Context: an optimization exercise on an open-source flow, tuned for small area, a short achievable clock period and few clock cycles per item. The choices shown serve that exercise and are no tape-out recipe.

==> flow/design.v (excerpt) <==
module requant_top (
    input  wire        clk,
    input  wire        rst,
    input  wire [31:0] in_A_tdata,
    input  wire        in_A_tlast,
    input  wire        in_A_tvalid,
    output wire        in_A_tready,
    input  wire [31:0] in_bias_tdata,
    input  wire        in_bias_tlast,
    input  wire        in_bias_tvalid,
    output wire        in_bias_tready,
    input  wire [31:0] in_m_tdata,
    input  wire        in_m_tlast,
    input  wire        in_m_tvalid,
    output wire        in_m_tready,
    input  wire [7:0]  in_e_tdata,
    input  wire        in_e_tlast,
    input  wire        in_e_tvalid,
    output wire        in_e_tready,
    output wire [7:0]  out_D_tdata,
    output wire        out_D_tlast,
    output wire        out_D_tvalid,
    input  wire        out_D_tready
);
requant #(
    .D_W      (8),
    .D_W_ACC  (32),
    .OUT_BITS (8),
    .CLIP     (1)
) requant_QKV (
    .clk            (clk),
    .rst            (rst),
    .in_A_tdata     (in_A_tdata),
    .in_A_tlast     (in_A_tlast),
    .in_A_tvalid    (in_A_tvalid),
    .in_A_tready    (in_A_tready),
    .in_bias_tdata  (in_bias_tdata),
    .in_bias_tlast  (in_bias_tlast),
    .in_bias_tvalid (in_bias_tvalid),
    .in_bias_tready (in_bias_tready),
    .in_m_tdata     (in_m_tdata),
    .in_m_tlast     (in_m_tlast),
    .in_m_tvalid    (in_m_tvalid),
    .in_m_tready    (in_m_tready),
    .in_e_tdata     (in_e_tdata),
    .in_e_tlast     (in_e_tlast),
    .in_e_tvalid    (in_e_tvalid),
    .in_e_tready    (in_e_tready),
    .out_D_tdata    (out_D_tdata),
    .out_D_tlast    (out_D_tlast),
    .out_D_tvalid   (out_D_tvalid),
    .out_D_tready   (out_D_tready)
);
endmodule
Settings: LEC_CHECK=0, CAP_MARGIN=20, CORE_MARGIN=2, CORE_UTILIZATION=40, SETUP_SLACK_MARGIN=5, SLEW_MARGIN=20; clock period 9.0 ns.
run.sh (not shown) runs the stock make flow with config.mk's settings and CLKGATE_MAP_FILE= SYNTH_SCRIPT=/design/flow/synth_recipe.tcl, a recipe that flattens the netlist after the stock synthesis.
Rerun with:
--- a/flow/design.v
+++ b/flow/design.v
@@ -36,15 +36,14 @@
 reg fire;                       
 reg [CAP-1:0] th;              
 reg p2, p3, p4;
 reg l2, l3;
 reg la, lb, lm, le;
 reg [31:0] X;                   
-reg [15:0] neg, one, two;       
-reg [6:0]  sh1;                 
-reg        nr1;                 
+reg [31:0] m_r;
+reg [7:0]  e_r;
 reg ov;
 assign in_A_tready    = ra;
 assign in_bias_tready = rb;
 assign in_m_tready    = rm;
 assign in_e_tready    = re;
 wire acA  = in_A_tvalid & ra;
@@ -78,25 +77,25 @@
 wire [31:0] xp = acA ? in_A_tdata : keep ? X : 32'd0;
 wire [31:0] xq = acB ? in_bias_tdata : (keep & acA) ? X : 32'd0;
 always @(posedge clk) begin
     X <= xp + xq;
     if (ra) la <= in_A_tlast;
     if (rb) lb <= in_bias_tlast;
-    if (rm) begin neg <= neg_n; one <= one_n; two <= two_n; lm <= in_m_tlast; end
-    if (re) begin sh1 <= sh_n; nr1 <= nr_n; le <= in_e_tlast; end
+    if (rm) begin m_r <= in_m_tdata; lm <= in_m_tlast; end
+    if (re) begin e_r <= in_e_tdata; le <= in_e_tlast; end
 end
-wire [32:0] mx = {in_m_tdata, 1'b0};
-wire [15:0] neg_n, one_n, two_n;
+wire [32:0] mx = {m_r, 1'b0};
+wire [15:0] neg, one, two;
 genvar gi;
 generate for (gi = 0; gi < 16; gi = gi + 1) begin : benc
-    assign neg_n[gi] = mx[2*gi+2];
-    assign one_n[gi] = mx[2*gi+1] ^ mx[2*gi];
-    assign two_n[gi] = (mx[2*gi+2] & ~mx[2*gi+1] & ~mx[2*gi]) | (~mx[2*gi+2] & mx[2*gi+1] & mx[2*gi]);
+    assign neg[gi] = mx[2*gi+2];
+    assign one[gi] = mx[2*gi+1] ^ mx[2*gi];
+    assign two[gi] = (mx[2*gi+2] & ~mx[2*gi+1] & ~mx[2*gi]) | (~mx[2*gi+2] & mx[2*gi+1] & mx[2*gi]);
 end endgenerate
-wire [6:0] sh_n = (in_e_tdata[7] | in_e_tdata[6]) ? 7'd64 : {1'b0, in_e_tdata[5:0]};
-wire       nr_n = in_e_tdata[7] | (in_e_tdata[6] & (|in_e_tdata[5:0]));
+wire [6:0] sh1 = (e_r[7] | e_r[6]) ? 7'd64 : {1'b0, e_r[5:0]};
+wire       nr1 = e_r[7] | (e_r[6] & (|e_r[5:0]));
 wire       l1  = la & lb & lm & le;
 wire pp0_0;
 wire pp0_1;
 wire pp0_2;
 wire pp0_3;
 wire pp0_4;
The changed run went through all stages and came out clean.
Design area goes up by roughly a tenth.
Area after synthesis went up by roughly a tenth.
Flip-flop and latch count falls by 16.
Die area went up by roughly a tenth.
Utilization came out higher by 0.44 points.
Synthesized cell count came out higher by well over a third.
Non-clock buffer count is higher by 87.
Final cell count goes up by a quarter to a third.
No run of this note included a check of the RTL's function; only the layout flow was run.

---

== birch ==
Another version of the RTL of requant_top (not shown whole).
For scale: ~4100 cells after synthesis, about 130 I/O pins, about 0.044 sq mm of cells after synthesis.
==> flow/design.v (excerpt) <==
module requant_top (
    input  wire        clk,
    input  wire        rst,
    input  wire [31:0] in_A_tdata,
    input  wire        in_A_tlast,
    input  wire        in_A_tvalid,
    output wire        in_A_tready,
    input  wire [31:0] in_bias_tdata,
    input  wire        in_bias_tlast,
    input  wire        in_bias_tvalid,
    output wire        in_bias_tready,
    input  wire [31:0] in_m_tdata,
    input  wire        in_m_tlast,
    input  wire        in_m_tvalid,
    output wire        in_m_tready,
    input  wire [7:0]  in_e_tdata,
    input  wire        in_e_tlast,
    input  wire        in_e_tvalid,
    output wire        in_e_tready,
    output wire [7:0]  out_D_tdata,
    output wire        out_D_tlast,
    output wire        out_D_tvalid,
    input  wire        out_D_tready
);
==> flow/config.mk <==
export PLATFORM = sky130hd
export DESIGN_NAME = requant_top
export DESIGN_NICKNAME = requant_top
export VERILOG_FILES = /design/flow/design.v
export SDC_FILE = /design/flow/constraint.sdc
export NUM_CORES = 4
export LEC_CHECK = 0
export CAP_MARGIN = 20
export CORE_MARGIN = 2
export CORE_UTILIZATION = 65
export SETUP_SLACK_MARGIN = 5
export SLEW_MARGIN = 20
==> flow/constraint.sdc <==
create_clock -name core_clock -period 9.0 [get_ports {clk}]
set_input_delay 1.8000 -clock core_clock [delete_from_list [all_inputs] [get_ports {clk}]]
set_output_delay 1.8000 -clock core_clock [all_outputs]
set_load 0.01 [all_outputs]
standard.sh (not shown) runs the stock make flow with config.mk's settings and CLKGATE_MAP_FILE= SYNTH_SCRIPT=/design/flow/synth_recipe.tcl, a recipe that flattens the netlist after the stock synthesis.
==> flow/flow/run.sh <==
#!/bin/bash
set -euo pipefail
MARGIN=5.6
EXTRA="'BUFFER_PORTS_ARGS=-buffer_cell sky130_fd_sc_hd__buf_2'"
sed -e "s/SETUP_SLACK_MARGIN=[-0-9.]*/SETUP_SLACK_MARGIN=${MARGIN}/" \
    -e "s|\"\${@:-finish}\"|${EXTRA} \"\${@:-finish}\"|" standard.sh > standard_mod.sh
grep -q "SETUP_SLACK_MARGIN=${MARGIN}" standard_mod.sh
grep -q "BUFFER_PORTS_ARGS" standard_mod.sh
bash standard_mod.sh synth > flow_synth.log 2>&1
RES="$PWD/orfs/results/${FLOW_PLATFORM:-sky130hd}/requant_top/base"
cp "$RES/1_synth.odb" "$RES/1_synth_std.odb"
openroad -python -exit flow/fa_polarity.py "$RES/1_synth_std.odb" "$RES/1_synth.odb" > fa_polarity.log 2>&1
touch "$RES/1_synth.sdc"
bash standard_mod.sh > flow_make.log 2>&1
Other scripts of this flow, unchanged in this note and not shown: flow/flow/fa_polarity.py
Input changes introduced in maple (baseline for comparison: birch):
diff --git a/flow/design.v b/flow/design.v
--- a/flow/design.v
+++ b/flow/design.v
@@ -3480,35 +3480,35 @@
 assign ts1047 = q2[176] ^ q2[177];
 assign tc1048 = q2[176] & q2[177];
 assign ts1049 = q2[178] ^ q2[179];
 assign tc1050 = q2[178] & q2[179];
 assign ts1051 = q2[180] ^ q2[181];
 assign tc1052 = q2[180] & q2[181];
 assign ts1053 = q2[182] ^ q2[183];
 assign tc1054 = q2[182] & q2[183];
 assign ts1055 = q2[184] ^ q2[185];
 assign tc1056 = q2[184] & q2[185];
 wire [63:0] rs = {tc1056, tc1054, tc1052, tc1050, tc1048, tc1046, tc1044, tc1042, tc1040, tc1038, tc1036, tc1034, tc1032, tc1030, tc1028, tc1026, tc1024, tc1022, tc1020, tc1018, tc1016, tc1014, tc1012, tc1010, tc1008, tc1006, tc1004, tc1002, tc1000, tc998, tc996, tc994, tc992, tc990, tc988, tc986, tc984, tc982, tc980, tc978, tc976, tc974, tc972, tc970, tc968, tc966, tc964, ts963, q2[29], q2[27], q2[25], q2[23], q2[21], q2[19], q2[17], q2[15], q2[13], q2[11], q2[9], q2[7], q2[5], q2[3], q2[2], q2[0]};
 wire [63:0] rc = {1'b1, ts1055, ts1053, ts1051, ts1049, ts1047, ts1045, ts1043, ts1041, ts1039, ts1037, ts1035, ts1033, ts1031, ts1029, ts1027, ts1025, ts1023, ts1021, ts1019, ts1017, ts1015, ts1013, ts1011, ts1009, ts1007, ts1005, ts1003, ts1001, ts999, ts997, ts995, ts993, ts991, ts989, ts987, ts985, ts983, ts981, ts979, ts977, ts975, ts973, ts971, ts969, ts967, ts965, q2[94], q2[30], q2[28], q2[26], q2[24], q2[22], q2[20], q2[18], q2[16], q2[14], q2[12], q2[10], q2[8], q2[6], q2[4], 1'b0, q2[1]};
-reg  [39:0] lo3;
-reg  [23:0] hs3;
+reg  [43:0] lo3;
+reg  [19:0] hs3;
 reg         c3;
 reg  [6:0]  sh3;
 reg         nr3;
 always @(posedge clk) begin
-    {c3, lo3} <= {1'b0, rs[39:0]} + {1'b0, rc[39:0]};
-    hs3 <= rs[63:40] + rc[63:40];
+    {c3, lo3} <= {1'b0, rs[43:0]} + {1'b0, rc[43:0]};
+    hs3 <= rs[63:44] + rc[63:44];
     sh3 <= sh2; nr3 <= nr2; l3 <= l2;
 end
-wire [23:0] hi4 = hs3 + {23'd0, c3};
+wire [19:0] hi4 = hs3 + {19'd0, c3};
 wire [63:0] mul = {hi4, lo3};
 wire        sgn = mul[63];
 wire [64:0] t6 = {mul, 1'b0};
 wire [63:0] t5;
 assign t5[0] = sh3[6] ? sgn : sh3[5] ? t6[32] : t6[0];
 assign t5[1] = sh3[6] ? sgn : sh3[5] ? t6[33] : t6[1];
 assign t5[2] = sh3[6] ? sgn : sh3[5] ? t6[34] : t6[2];
 assign t5[3] = sh3[6] ? sgn : sh3[5] ? t6[35] : t6[3];
 assign t5[4] = sh3[6] ? sgn : sh3[5] ? t6[36] : t6[4];
 assign t5[5] = sh3[6] ? sgn : sh3[5] ? t6[37] : t6[5];
 assign t5[6] = sh3[6] ? sgn : sh3[5] ? t6[38] : t6[6];
 assign t5[7] = sh3[6] ? sgn : sh3[5] ? t6[39] : t6[7];
[summary]
Each of the runs, namely birch and maple, reached the end of the flow and came out clean. maple ends up with a via count of the first global-routing pass that is 517 higher than in birch. maple: global-route met1 utilization higher than birch. Comparing maple against birch, there is no change at all in worst hold path depth. Share of the clock period used by the worst path (higher): maple. Post-cts gate resize count went down by a little under 10% going from birch to maple. Per the comparison of maple with birch, area after synthesis grew by about 1%, area taken by flip-flops and latches now sits at about the same level.
No run of this note included a check of the RTL's function; only the layout flow was run.

## port drivers added, routing unchanged
Ports are ideal in the flow. The routed layouts listed here were re-timed in OpenROAD. Step 1 assumes that a clkbuf_16 drives the clock port and a buf_2 every other input. Step 2 times the ports against the registers' clock, not the clock port: input delays grow and output delays shrink by t, the midpoint of the rising clock arrivals with the driver on. a / b / c = no drivers / after step 1 / after step 2; a / b = the first two.
| run | t, ns | setup WS [ns] | worst setup path at the end | worst slew at a driven data input, ns | pins driven straight from the clock port |
|---|---|---|---|---|---|
| the first run of note 1 | 0.734 | 4.565 / 4.563 / 3.828 | input to register | 0.07 | 1 |
| the second run of note 1 | 0.731 | 4.578 / 4.587 / 3.856 | input to register | 0.11 | 1 |
| birch | 0.688 | 5.491 / 5.491 / 5.324 | input to register | 0.05 | 1 |
| maple | 0.701 | 5.316 / 5.316 / 5.316 | register to register | 0.05 | 1 |
After both steps setup and hold are still met in every run listed. For the first run of note 1, which loses most, drivers alone change the setup slack by -0.002 ns; drivers and shift together by -0.737 ns.
